Source: an optimization exercise on an open RTL-to-GDS flow (aim: small area and a short achievable clock period). Production flows keep margins and buffers that such runs may drop.
The RTL was checked by simulation tests, not by an equivalence proof against the original design.
No activity file was given, so power comes from the tool's default toggle rates.

--- run.sh ---
#!/bin/bash
# synth_recipe.tcl (not shown) runs the flow's synth.tcl, then flattens the netlist and writes it again
# the make line also repeats each setting of config.mk as NAME=value (left out here)
make -C /OpenROAD-flow-scripts/flow DESIGN_CONFIG=/design/flow/config.mk WORK_HOME=/design/flow/orfs CLKGATE_MAP_FILE= SYNTH_SCRIPT=/design/flow/synth_recipe.tcl finish
--- config.mk ---
export PLATFORM = sky130hd
export DESIGN_NAME = MIPS
export DESIGN_NICKNAME = MIPS
export VERILOG_FILES = /design/flow/design.v
export SDC_FILE = /design/flow/constraint.sdc
export NUM_CORES = 4
export LEC_CHECK = 0
export CAP_MARGIN = 20
export CORE_MARGIN = 2
export CORE_UTILIZATION = 40
export SLEW_MARGIN = 20
--- constraint.sdc ---
create_clock -name core_clock -period 10.0 [get_ports {clk}]
set_input_delay 2.0000 -clock core_clock [delete_from_list [all_inputs] [get_ports {clk}]]
set_output_delay 2.0000 -clock core_clock [all_outputs]
set_load 0.01 [all_outputs]
--- design.v ---
module fetch_PC_REG ( clk, rst, hold_pc, old_pc, new_pc );
	input clk, rst, hold_pc;
	input [31:0] new_pc;
	output reg [31:0] old_pc;
	always_ff @( posedge clk, posedge rst )
		begin
			if (rst)
				old_pc <= 0;
			else if ( hold_pc==0 )
				old_pc <= new_pc;
		end
endmodule  
module fetch_MUX ( inc_pc, pc_branch, br, except, new_pc );
	input [31:0] inc_pc;	 
	input [31:0] pc_branch;
	input br, except;
	output reg [31:0] new_pc;
	always_comb
		begin
			case ( {br,except} )
				0: new_pc = inc_pc + 4;
				1: new_pc = 32'h8000_0180;
				2: new_pc = pc_branch;
				default: new_pc = inc_pc + 4;
			endcase
		end
endmodule  
module IF ( clk, inst_rom, rst, hold_pc, hold_if, pc_branch, br, except, pc_rom, pc_out, inst_out );
	input clk, rst, hold_pc, hold_if;
	input [31:0] pc_branch;
	input [31:0] inst_rom;
	input br, except;
	output [31:0] pc_rom;
	output reg [31:0] pc_out;
	output reg [31:0] inst_out;
	wire [31:0] pc;
	reg [31:0] pc_4;
	reg [31:0] inst_out_mux;
	fetch_PC_REG pc_REG(
      	.clk    	(	clk   	  ),  
      	.rst    	(	rst   	  ),  
      	.hold_pc  (	hold_pc   ),  
      	.old_pc 	(	pc    	  ),  
      	.new_pc 	(	pc_4  	  )   
	);
	fetch_MUX mux(
		.inc_pc   	(	pc				),  
		.pc_branch  (	pc_branch	),  
		.br  				(	br   			),  
		.except 		(	except  	),  
		.new_pc 		(	pc_4    	)   
	);
	assign pc_rom = pc;
	always_comb
		begin
			case( br )
					1: inst_out_mux = 0;
					0: inst_out_mux = inst_rom;
					default: inst_out_mux = inst_rom;
      endcase
		end
	always_ff @( posedge clk, posedge rst )
		begin
			if ( rst )
				begin
					pc_out <= 0;
					inst_out <= 0;
				end
			else
				begin
					pc_out <= pc;
					if ( hold_if==0 )
						inst_out <= inst_out_mux;
				end
		end
endmodule  
module decode_HAZARD_UNIT ( rt_id, rs_id, rt_ex, mem_Read, mux_ctrl_unit, hold_pc, hold_if );
	input [4:0] rt_id, rs_id, rt_ex;
	input mem_Read;
	output reg mux_ctrl_unit;
	output reg hold_pc, hold_if;
	always_comb
		begin
			hold_pc = 0;
			hold_if = 0;
			mux_ctrl_unit = 0;
			if ( mem_Read && (rt_ex==rs_id || rt_ex==rt_id) )
				begin
					hold_pc = 1;
					hold_if = 1;
					mux_ctrl_unit = 1;
				end
		end
endmodule  
module decode_REG_MAPP ( clk, rst, rs, rt, write_register, write_data_reg, reg_write, data_1, data_2 );
	input clk, rst;
	input [4:0] rs, rt;
	input reg_write;
	input [4:0] write_register;
	input [31:0] write_data_reg;
	output [31:0] data_1, data_2;
	reg [31:0] reg_file [0:31];
	integer i;
	assign data_1 = reg_file[rs]; 
	assign data_2 = reg_file[rt];
	always_ff @( negedge clk, posedge rst )  
		begin
			if ( rst )
				begin
					for ( i = 0; i < 32; i++ )
						reg_file[i] <= 0;
				end
			else if ( reg_write )
				reg_file[write_register] <= write_data_reg;
		end
endmodule  
module decode_CONTROL_UNIT ( inst_in, mux_ctrl_unit, flush_id, exception, jump, flush_ex, wb, m, ex );
	input mux_ctrl_unit, flush_id;
	input [31:26] inst_in;
	output flush_ex;
	output reg exception, jump;
	output reg [5:0] ex;
	output reg [3:0] m;
	output reg [1:0] wb;
	parameter R = 6'b000000;
	parameter J = 6'b000010;
	parameter JAL = 6'b000011;
	parameter BEQ = 6'b000100;
	parameter BNE = 6'b000101;
	parameter ADDI = 6'b001000;
	parameter ADDIU = 6'b001001;
	parameter SLTI = 6'b001010;
	parameter SLTIU = 6'b001011;
	parameter ANDI = 6'b001100;
	parameter ORI = 6'b001101;
	parameter XORI = 6'b001110;
	parameter LUI = 6'b001111;
	parameter LB = 6'b100000;
	parameter LW = 6'b100011;
	parameter LHU = 6'b100101;
	parameter SB = 6'b101000;
	parameter SH = 6'b101001;
	parameter SW = 6'b101011;
	parameter LBU = 6'b100100;
	assign flush_ex = flush_id;
	always_comb
		begin
			if ( mux_ctrl_unit || flush_id )
				begin
					ex = 6'b000000;
					m = 4'b0000;
					wb = 2'b00;
					jump = 0;
					exception = 0;
				end
			else begin
			case (inst_in[31:26])
				R:
				begin
					ex = 6'b100100;
					m = 4'b0000;
					wb = 2'b10;
					jump = 0;
					exception = 0;
				end
				ADDI:
				begin
					ex = 6'b000001;
					m = 4'b0000;
					wb = 2'b10;
					jump = 0;
					exception = 0;
				end
				ADDIU:
				begin
					ex = 6'b000001;
					m = 4'b0000;
					wb = 2'b10;
					jump = 0;
					exception = 0;
				end
				ANDI:
				begin
					ex = 6'b000111;
					m = 4'b0000;
					wb = 2'b10;
					jump = 0;
					exception = 0;
				end
				BEQ:
				begin
					ex = 6'b000010;
					m = 4'b0000;
					wb = 2'b00;
					jump = 1;
					exception = 0;
				end
				BNE:
				begin
					ex = 6'b000100;
					m = 4'b0000;
					wb = 2'b00;
					jump = 1;
					exception = 0;
				end
				J:
				begin
					ex = 6'b000110;
					m = 4'b0000;
					wb = 2'b00;
					jump = 1;
					exception = 0;
				end
				JAL:
				begin
					ex = 6'b001110;
					m = 4'b0000;
					wb = 2'b10;
					jump = 1;
					exception = 0;
				end
				ORI:
				begin
					ex = 6'b001001;
					m = 4'b0000;
					wb = 2'b10;
					jump = 0;
					exception = 0;
				end
				LUI:
				begin
					ex = 6'b001101;
					m = 4'b0000;
					wb = 2'b10;
					jump = 0;
					exception = 0;
				end
				SLTI:
				begin
					ex = 6'b001011;
					m = 4'b0000;
					wb = 2'b10;
					jump = 0;
					exception = 0;
				end
				SLTIU:
				begin
					ex = 6'b001011;
					m = 4'b0000;
					wb = 2'b10;
					jump = 0;
					exception = 0;
				end
				LB:
				begin
					ex = 6'b000001;
					m = 4'b0110;
					wb = 2'b11;
					jump = 0;
					exception = 0;
				end
				LW:
				begin
					ex = 6'b000001;
					m = 4'b0010;
					wb = 2'b11;
					jump = 0;
					exception = 0;
				end
				LHU:
				begin
					ex = 6'b000001;
					m = 4'b1010;
					wb = 2'b11;
					jump = 0;
					exception = 0;
				end
				LBU:
				begin
					ex = 6'b000001;
					m = 4'b1110;
					wb = 2'b11;
					jump = 0;
					exception = 0;
				end
				SB:
				begin
					ex = 6'b000001;
					m = 4'b0101;
					wb = 2'b00;
					jump = 0;
					exception = 0;
				end
				SH:
				begin
					ex = 6'b000001;
					m = 4'b1001;
					wb = 2'b00;
					jump = 0;
					exception = 0;
				end
				SW:
				begin
					ex = 6'b000001;
					m = 4'b0001;
					wb = 2'b00;
					jump = 0;
					exception = 0;
				end
				default:
				begin
					ex = 6'b000000;
					m = 4'b0000;
					wb = 2'b00;
					jump = 0;
					exception = 0;
				end
			endcase
		end
	end
endmodule  
module ID ( clk, rst, pc, inst_in, write_register, write_data_reg, reg_write, exception, jump, rs, rt, rd, imm, data_1, data_2, flush_id, wb, m, ex, br, pc_branch, hold_pc, hold_if, flush_ex, pc_ex );
	input clk, rst;
	input [31:0] inst_in, write_data_reg, pc;
	input reg_write, flush_id;
	input [4:0] write_register;
	output reg [31:0] pc_ex;
	output reg hold_pc, hold_if;
	output exception, jump, flush_ex;
	output reg [4:0] rs, rt, rd;
	output reg [31:0] imm, data_1, data_2;
	output reg br;
	output reg [31:0] pc_branch;
	output reg [5:0] ex;
	output reg [3:0] m;
	output reg [1:0] wb;
	reg mux_ctrl_unit;
	wire [4:0] old_rs, old_rt, old_rd;
	wire [31:0] old_imm;
	reg [5:0] old_ex;
	reg [3:0] old_m;
	reg [1:0] old_wb;
	reg [31:0] old_data_1, old_data_2;
	decode_REG_MAPP reg_MAPP ( clk, rst, old_rs, old_rt, write_register, write_data_reg, reg_write, old_data_1, old_data_2 );
	decode_CONTROL_UNIT control_UNIT ( inst_in[31:26], mux_ctrl_unit, flush_id, exception, jump, flush_ex, old_wb, old_m, old_ex );
	decode_HAZARD_UNIT hazard_unit ( old_rt, old_rs, rt, m[1], mux_ctrl_unit, hold_pc, hold_if);
	parameter ADDIU = 6'b001001;
	parameter SLTIU = 6'b001011;
	parameter LUI = 6'b001111;
	parameter LHU = 6'b100101;
	parameter LBU = 6'b100100;
	assign old_rs = inst_in[25:21];
	assign old_rt = inst_in[20:16];
	assign old_rd = ( old_ex == 6'b001110 ) ? 31 : inst_in[15:11];
	assign old_imm = ( inst_in[31:26] == ADDIU || inst_in[31:26] == SLTIU || inst_in[31:26] == LUI || inst_in[31:26] == LHU || inst_in[31:26] == LBU ) ? {16'h0000, inst_in[15:0]} : $signed(({inst_in[15:0], 16'h0000} >>> 16));
	always_comb
		begin
			pc_branch = {pc[31:16], pc[15:0] + (inst_in[15:0] << 2)};
			case ( old_ex[4:0] )
				5'b00010: br = (old_data_1 == old_data_2) & jump;
				5'b00100: br = (old_data_1 != old_data_2) & jump;
				5'b00110, 5'b01110: br = jump;
				default: br = 0;
			endcase
			if (old_ex == 6'b000110 || old_ex == 6'b001110 ) begin
				pc_branch = (pc & 32'hf0000000) | (inst_in[25:0] << 2);
			end
		end
	always_ff @( posedge clk, posedge rst )
		begin
			if ( rst )
				begin
					ex <= 0;
					m <= 0;
					wb <= 0;
					imm <= 0;
					rs <= 0;
					rt <= 0;
					rd <= 0;
					data_1 <= 0;
					data_2 <= 0;
					pc_ex <= 0;
				end
			else
				begin
			ex <= old_ex;
			m <= old_m;
			wb <= old_wb;
			imm <= old_imm;
			rs <= old_rs;
			rt <= old_rt;
			rd <= old_rd;
			data_1 <= old_data_1;
			data_2 <= old_data_2;
			pc_ex <= pc;
				end
		end
endmodule  
module forwarding_unit ( rs_id, rt_id, rd_ex, reg_write_ex, rd_wb, reg_write_wb, forward_a, forward_b );
	input [4:0] rs_id, rt_id, rd_ex, rd_wb;
	input reg_write_ex, reg_write_wb;
	output [1:0] forward_a, forward_b;
	reg [1:0] fw_a, fw_b;
	always_comb
		begin
			fw_a = 0;
			fw_b = 0;
			if ( reg_write_ex && (rd_ex!=0) && (rd_ex==rs_id) )
				fw_a = 2;
          if ( (reg_write_wb && (rd_wb!=0)) && !(reg_write_ex && rd_ex!=0 && rd_ex==rs_id) && (rd_wb==rs_id) )
				fw_a = 1;
			if ( reg_write_ex && (rd_ex!=0) && (rd_ex==rt_id) )
				fw_b = 2;
          if ( (reg_write_wb && (rd_wb!=0)) && !(reg_write_ex && rd_ex!=0 && rd_ex==rt_id) && (rd_wb==rt_id) )
				fw_b = 1;
		end
	assign forward_a = fw_a;
	assign forward_b = fw_b;
endmodule  
module execute_MUX_RTRD ( rt, rd, ex, write_register );
	input [4:0] rt, rd;
	input [5:0] ex;
	output [4:0] write_register;
	assign write_register = ( ex == 6'b001110 ) ? rd : (ex[5] ? rd : rt);
endmodule  
module ALU_ctrl_unit ( ALU_op, fnc_code, ALU_ctrl );
	input [3:0] ALU_op;
	input [5:0] fnc_code;
	output reg [3:0] ALU_ctrl;
	parameter ADD = 4'b0000;
	parameter SUB = 4'b0001;
	parameter AND = 4'b0010;
	parameter  OR = 4'b0011;
	parameter XOR = 4'b0100;
	parameter NOR = 4'b0101;
	parameter SLT = 4'b0110;
	parameter SLL = 4'b1010;
	parameter SRL = 4'b1011;
	parameter SRA = 4'b1100;
	parameter LUI = 4'b1101;
	always_comb
		begin
        	case( ALU_op )
				0: ALU_ctrl = ADD;
				1: ALU_ctrl = SUB;
				2: begin
						case(fnc_code)
							0: ALU_ctrl = SLL;  
							2: ALU_ctrl = SRL;  
							3: ALU_ctrl = SRA;  
							4: ALU_ctrl = SLL;  
							6: ALU_ctrl = SRL;  
							7: ALU_ctrl = SRA;  
							32: ALU_ctrl = ADD;  
							6'b100001: ALU_ctrl = ADD;  
							34: ALU_ctrl = SUB;  
							36: ALU_ctrl = AND;  
							37: ALU_ctrl = OR;   
							38: ALU_ctrl = XOR;
							39: ALU_ctrl = NOR;  
							42: ALU_ctrl = SLT;  
							default: ALU_ctrl = 4'b1111;
						endcase
					end
				3: ALU_ctrl = AND;
				4: ALU_ctrl = OR;
				5: ALU_ctrl = SLT;
				6: ALU_ctrl = LUI;
				7: ALU_ctrl = ADD;
				default: ALU_ctrl = 4'b1111;
			endcase
		end
endmodule  
module ALU ( op_1, fnc_code, op_2, ALU_ctrl, zero, over, res );
	input [3:0] ALU_ctrl;
	input [5:0] fnc_code;
	input signed [31:0] op_1, op_2;
	output zero;
	output reg over;
	output reg [31:0] res;
	parameter ADD = 4'b0000;
	parameter SUB = 4'b0001;
	parameter AND = 4'b0010;
	parameter  OR = 4'b0011;
	parameter XOR = 4'b0100;
	parameter NOR = 4'b0101;
	parameter SLT = 4'b0110;
	parameter SLL = 4'b1010;
	parameter SRL = 4'b1011;
	parameter SRA = 4'b1100;
	parameter LUI = 4'b1101;
	assign zero = (res==0);  
	always_comb
		begin
			case(ALU_ctrl)
				AND: res =   	op_1 & op_2;
				OR:  res =   	op_1 | op_2;
				ADD: res = 		op_1 + op_2;
				SUB: res = 		op_1 - op_2;
				XOR: res = 		op_1 ^ op_2;
				NOR: res =    ~(op_1 | op_2);
				SLT: res =   	op_1 < op_2 ? 1 : 0;   
				SLL: res =	  op_2 << op_1;
				SRA: res =	 	op_2 >>> op_1;
				SRL: res =	 	op_2 >> op_1;
				LUI: res = 		op_2 << 16;
			   default: res = 0;
			endcase
			if( fnc_code==32 || fnc_code==34 )
				over = (op_1[31] == op_2[31]) && (res[31] == ~op_1[31]);
			else
				over = 0;
		end
endmodule  
module EX ( clk, rst, pc, data_1, data_2, rs, rt, rd, ex, m_EX, wb_EX, wb_WB, rd_WB, flush_ex, write_data_reg, imm, zero, over, res, write_register_ex, write_data_ex, m_MEM, wb_MEM );
	input clk, rst;
	input [31:0] pc;
	input [4:0] rs, rt, rd, rd_WB;
	input [31:0] imm, data_1, data_2;
	input [5:0] ex;
	input [3:0] m_EX;
	input wb_WB;
	input [1:0] wb_EX;
	input flush_ex;
  input [31:0] write_data_reg;
	output reg zero;
  output over;
	output reg [31:0] res;
	output reg [4:0] write_register_ex;
	output reg [3:0] m_MEM;
	output reg [1:0] wb_MEM;
	output reg [31:0] write_data_ex;
	wire overflow, old_zero;
	wire [1:0] forward_a, forward_b;
	wire [3:0] ALU_op;
	wire [3:0] ALU_ctrl;
	wire [5:0] fnc_code;
	reg [31:0] op_1, op_2, op_21;
	wire [3:0] m_EX_mux;
	wire [1:0] wb_EX_mux;
	reg [31:0] old_res;
	reg [4:0] old_write_register_ex;
	execute_MUX_RTRD mux_RTRD ( rt, rd, ex, old_write_register_ex );
	ALU_ctrl_unit alu_ctrl_unit(
  		.ALU_op   	(	ALU_op	  ),  
  		.fnc_code   (	fnc_code  ),  
  		.ALU_ctrl  	(	ALU_ctrl  )   
	);
	ALU alu(
		.op_1 	  (	op_1		  ),  
		.fnc_code (	imm[5:0]	),  
		.op_2 	  (	op_2  		),  
		.ALU_ctrl (	ALU_ctrl	),  
		.zero 	  (	old_zero	),  
		.over 	  (	overflow	    ),  
		.res 	  	(	old_res		)   
	);
	forwarding_unit fw_unit ( rs, rt, write_register_ex, wb_MEM[1], rd_WB, wb_WB, forward_a, forward_b );
	assign over = ex==6'b100100 ? overflow : 0;
	assign ALU_op 	= ex[4:1];		   
	assign fnc_code = imm[5:0]; 	   
	always_comb
		begin
			if ( ex == 6'b001110 ) begin
				op_1 = pc;
				op_21 = 8;
			end
			else
				begin
					if ( ex == 6'b100100 && fnc_code <= 3 )
						op_1 = imm[10:6];
					else
						begin
							case(forward_a)
								0: op_1 = data_1;
								1: op_1 = write_data_reg;
								2: op_1 = res;
								default: op_1 = data_1;
							endcase
						end
					case(forward_b)
						0: op_21 = data_2;
						1: op_21 = write_data_reg;
						2: op_21 = res;
						default: op_21 = data_2;
					endcase
				end
				case(ex[0])
						1: op_2 = imm;
						0: op_2 = op_21;
						default: op_2 = op_21;
					endcase
			end
	assign m_EX_mux  = flush_ex ? 0 : m_EX;
	assign wb_EX_mux = flush_ex ? 0 : wb_EX;
	always_ff @( posedge clk, posedge rst )
		begin
			if ( rst )
				begin
					m_MEM <= 0;
					wb_MEM <= 0;
					res <= 0;
					write_register_ex <= 0;
					zero <= 0;
					write_data_ex <= 0;
				end
			else
				begin
			m_MEM <= m_EX_mux;
			wb_MEM <= wb_EX_mux;
			res <= old_res;
			write_register_ex <= old_write_register_ex;
			zero <= old_zero;
			write_data_ex <= op_21;
				end
		end
endmodule  
module MEM ( clk, rst, ram_word, wb_MEM, m, address_MEM, write_data_mem, write_register_ex, wb, read_data, address_WB, write_register_mem, ram_data, ram_adr, ram_read, ram_write, ram_size );
	input clk, rst;
	input [3:0] m;
	input [1:0] wb_MEM;
	input [4:0] write_register_ex;
	input [31:0] address_MEM, write_data_mem;
	input [31:0] ram_word;
	output ram_read, ram_write;
	output [1:0] ram_size;
	output reg [31:0] read_data, address_WB;
	output reg [1:0] wb;
	output reg [4:0] write_register_mem;
	output [31:0] ram_data;
	output [31:0] ram_adr;
	wire [31:0] old_address_WB;
	wire [31:0] old_read_data;
	assign old_address_WB = address_MEM;
	assign old_read_data = ram_word;
	assign ram_size = m[3:2];
	assign ram_read = m[1];
	assign ram_write = m[0];
  assign ram_adr = address_MEM;
	assign ram_data = write_data_mem;
  always_ff @ ( posedge clk, posedge rst )
		begin
			if ( rst )
				begin
					wb <= 0;
					write_register_mem <= 0;
					address_WB <= 0;
					read_data <= 0;
				end
			else
				begin
			wb <= wb_MEM;
			write_register_mem <= write_register_ex;
			address_WB <= old_address_WB;
			read_data <= old_read_data;
				end
		end
endmodule  
module WB ( wb, read_data, address_WB, write_register_mem, write_data_reg, write_register, reg_write );
	input [31:0] read_data, address_WB;
	input [1:0] wb;
	input [4:0] write_register_mem;
	output  [31:0] write_data_reg;
	output  [4:0] write_register;
	output reg_write;
	assign reg_write = wb[1];
	assign write_data_reg = wb[0] ? read_data : address_WB;
	assign write_register = write_register_mem;
endmodule  
module MIPS (clk, rst, pc_rom, inst_rom, ram_size, ram_read, ram_write, ram_data, ram_word, ram_adr);
    input clk, rst;
    input [31:0] inst_rom;
    input [31:0] ram_word;
    output [31:0] pc_rom;
    output [1:0] ram_size;
    output ram_read, ram_write;
    output [31:0] ram_data;
    output [31:0] ram_adr;
      reg hold_pc, hold_if;
      reg [31:0] pc_out;
      reg [31:0] inst_out;
      wire br;
      reg [31:0] pc_ex;
      wire [31:0] write_data_reg;
      wire reg_write;
      reg [4:0] write_register;
      wire [4:0] rs, rt, rd;
      wire [31:0] imm, pc_branch;
      reg [31:0] data_1, data_2;
      reg jump;
      reg exception;
      reg [5:0] ex;
      reg [3:0] m;
      reg [1:0] wb;
      reg flush_ex;
      reg [3:0] m_MEM;
      reg [1:0] wb_MEM;
      reg [31:0] res;
      reg [31:0] write_data_ex;
      reg [4:0] write_register_ex;
      wire zero, over;
      reg [4:0] write_register_mem;
      reg [1:0] wb_WB;
      reg [31:0] address_WB, read_data;
  IF instruction_fetch ( clk, inst_rom, rst, hold_pc, hold_if, pc_branch, br, exception, pc_rom, pc_out, inst_out );
  ID instruction_decode ( .clk(clk), .rst(rst), .pc(pc_out), .inst_in (inst_out), .write_register(write_register),
              .write_data_reg(write_data_reg), .reg_write(reg_write), .exception(exception),
              .jump(jump), .rs(rs), .rt(rt), .rd(rd), .imm(imm), .data_1(data_1), .data_2(data_2),
              .flush_id(over), .wb(wb), .m(m), .ex(ex), .pc_branch(pc_branch), .br(br), .hold_pc(hold_pc),
              .hold_if(hold_if), .flush_ex(flush_ex), .pc_ex(pc_ex)
              );
  EX execute ( clk, rst, pc_ex, data_1, data_2, rs, rt, rd, ex, m, wb, wb_WB[1], write_register_mem, flush_ex, write_data_reg, imm, zero, over, res, write_register_ex, write_data_ex, m_MEM, wb_MEM );
  MEM memory ( clk, rst, ram_word, wb_MEM, m_MEM, res, write_data_ex, write_register_ex, wb_WB, read_data, address_WB, write_register_mem, ram_data, ram_adr, ram_read, ram_write, ram_size );
  WB writeback ( wb_WB, read_data, address_WB, write_register_mem, write_data_reg, write_register, reg_write );
endmodule
==> notes.md <==
-- registers in the layout, summed over array words and instances, names as in the netlist, 16 cells and up --
signal and cells:
instruction_decode.reg_MAPP.reg_file 1024, instruction_fetch.pc_REG.old_pc 32, instruction_decode.data_1 32, instruction_decode.pc_ex 32, execute.write_data_ex 32, instruction_fetch.pc_out 32
instruction_decode.imm 16, execute.res 32, instruction_fetch.inst_out 32, memory.read_data 32, instruction_decode.data_2 32, memory.address_WB 32
-- report_power, final --
part | internal (mW) | leakage, nW | total, mW | switching (mW)
clock network | 3.53 | 2.68 | 6.20 | 2.67
registers | 7.19 | 18.3 | 8.80 | 1.61
logic | 2.31 | 17.2 | 7.03 | 4.72
total | 13.0 | 38.2 | 22.0 | 9.01
-- worst max-delay path, cell delays in order, from the launching register on --
cell and delay [ns]:
dfrtn_1 0.36, and3_1 0.15, a2111oi_0 0.66, nand4_1 0.21, o22ai_1 0.24, xor2_1 0.21, a2111oi_1 0.69, buf_4 0.23
nand4_1 0.08, and4b_1 0.48, mux2i_1 0.18, a21oi_4 0.19, nand3b_4 0.19, buf_12 0.23, o41ai_1 0.35, a211oi_1 0.09
-- logic make-up (layout without fill, tap and decap cells) --
kind of cell	count (synthesis)	after routing	synth area share, %
flops	1402	1402	45.55
compound gates	2466	2466	19.55
other cells	0	22	0
mux	150	150	2.021
simple gates	3944	3944	24.44
buf+inv	1014	939	5.297
fa+ha+maj	123	123	2.027
xor+xnor	99	99	1.126
-- cell type report --
cell class	count	area share, %
clock inverter	64	0.9852
clock buffer	228	5.239
multi-input combinational	6782	44.18
antenna	22	0.06255
timing repair buffer	500	5.433
sequential	1402	39.88
inverter	147	0.6312
tap	2526	3.591
-- cells in the final DEF, fill, tap and decap left out, drive strengths merged, types with 95 or more instances in the layout --
master and instances:
o21ai 639, nor2 1133, nand2 772, nand3 1047
mux2i 109, a22oi 278, dfrtn 1024, nor4 95
ha 120, inv 151, clkbuf 228, a21oi 959
buf 335, clkdlybuf4s50 165, dfrtp 378, nand4 327
and3 252
-- per-stage QoR --
step | worst slack (ns) | power, mW | utilization, % | cells | hold slack, ns
4_1_cts | 0.4878 | 21.64 | 45.74 | 11640 | 0.3780
3_5_place_dp | 0.4735 | 15.48 | 42.88 | 11350 | 0.3644
6_report | 0.3541 | 22.04 | 45.85 | 11670 | 0.3786
5_1_grt | 0.3682 | 22.78 | 45.82 | 11650 | 0.3879
2_1_floorplan | -15.90 | 12.23 | - | 9198 | 0.3465
3_3_place_gp | 0.4957 | 15.37 | 42.86 | 11350 | 0.3589
-- per-layer routing --
metal | vias to the layer above | GRT usage, %
met5 | - | 0
met4 | 18 | 30.63
met3 | 2111 | 14.78
met2 | 6833 | 56.98
met1 | 38660 | 49.97
li1 | 32770 | -
-- final timing paths --
| check | startpoint | end | slack (ns) | cells past startpoint |
|---|---|---|---|---|
| min | instruction_fetch.pc_out[2] | instruction_decode.pc_ex[2] | 0.38 | 0 |
| min in group asynchronous | rst | instruction_decode.data_2[25] | 2.11 | 3 |
| min reg2reg | instruction_fetch.pc_out[2] | instruction_decode.pc_ex[2] | 0.38 | 0 |
| max in group asynchronous | rst | instruction_decode.reg_MAPP.reg_file[26][27] | 1.99 | 4 |
| max reg2reg | instruction_decode.reg_MAPP.reg_file[28][31] | instruction_fetch.pc_REG.old_pc[2] | 0.35 | 15 |
| max | instruction_decode.reg_MAPP.reg_file[28][31] | instruction_fetch.pc_REG.old_pc[2] | 0.35 | 15 |
==> impl_metrics.env <==
export IMPL_status="timing/DRC/antenna clean"
export IMPL_wl_met2_um=165000
export IMPL_yosys_warnings=13
export IMPL_crit_fanout=39
export IMPL_crit_path_start_kind="flop"
export IMPL_drc=0
export IMPL_fin_worst_skew_ns=0.1311
export IMPL_antenna_found_initial=33
export IMPL_synth_most_common_cell="nor2_1"
export IMPL_die_x_um=442.8
export IMPL_clkLatencyLatePin_ns=0.85
export IMPL_grt_pass1_wl_um=572500
export IMPL_power_density_nw_per_um2=250.4
export IMPL_fillers=18550
export IMPL_yosys_area_top_type_share_pct=33.27
export IMPL_final_area_um2=88010
export IMPL_placed_cell_area_um2=82320
export IMPL_avgSynthCellArea_um2=8.375
export IMPL_synth_edf_count=0
export IMPL_core_area_um2=192000
export IMPL_crit_type="reg2reg"
export IMPL_end_kind="flop"
export IMPL_drive_gt1_share_pct=9.229
export IMPL_min_path_type="reg2reg"
export IMPL_synth_area_leaders="dfrtn_1 33%, dfrtp_1 12%, nand3_1 6.8%, a21oi_1 6.2%, nor2_1 5.5%"
export IMPL_yosysSeqAreaShare_pct=45.55
export IMPL_dr_pass1_iters=11
export IMPL_worstPathRequired_ns=10.67
export IMPL_ys_ff_latch=1402
export IMPL_met1_length_um=145600
export IMPL_ys_types=100
export IMPL_htree_levels=4
export IMPL_grt_max_degree=157
export IMPL_rows=161
export IMPL_cts_tree="built"
export IMPL_cts_buffer_depth=3
export IMPL_async_flop_share_pct=100.0
export IMPL_clock_sinks=1402
export IMPL_wl_um=406100
export IMPL_via_per_inst=6.888
export IMPL_synthTopCellsByCount="1126 x nor2_1, 1047 x nand3_1, 1024 x dfrtn_1"
export IMPL_grt_use_total_pct=40.34
export IMPL_seq_area_um2=35100
export IMPL_hold_viol_final=0
export IMPL_synth_cells=9198
export IMPL_cts_hold_buf=0
export IMPL_grt_pass1_vias=75180
export IMPL_maxSlewViolCount=0
export IMPL_clockRootBuffer="clkbuf_16"
export IMPL_critPathArrivalTime_ns=10.31
export IMPL_place_hpwl_um=261400
export IMPL_clk_pin_slew_ns=0.06
export IMPL_gp_congestion=1.026
export IMPL_layout_nets=9181
export IMPL_setup_viol=0
export IMPL_yosysTopAreaCell="dfrtn_1"
export IMPL_numPortBuffers=165
export IMPL_grt_setup_unrepaired="no"
export IMPL_ys_flop_type="dfrtn_1"
export IMPL_die_y_um=442.8
export IMPL_cts_buffers_inserted=159
export IMPL_multi_input_area_um2=38880
export IMPL_leakage_nw=38.24
export IMPL_detail_route_antenna_nets=0
export IMPL_routedWlPerCell_um=34.80
export IMPL_initial_core_util_pct=40.13
export IMPL_vdd_ir_drop_max_mv=0.1586
export IMPL_synth_nets=9387
export IMPL_pin_count=166
export IMPL_worst_pin_slew_ns=1.294
export IMPL_syn_to_final_growth_pct=14.26
export IMPL_wl_met3_um=56650
export IMPL_drt_iter0_markers=14000
export IMPL_vias=80390
export IMPL_cts_resized=0
export IMPL_routed_top_layer="met5"
export IMPL_maxSlewHeadroom_pct=13.70
export IMPL_setup_tns_ns=0
export IMPL_synth_area_um2=77030
export IMPL_overflow=0
export IMPL_cts_setup_buffers=0
export IMPL_drv_cap=0
export IMPL_dieArea_um2=196100
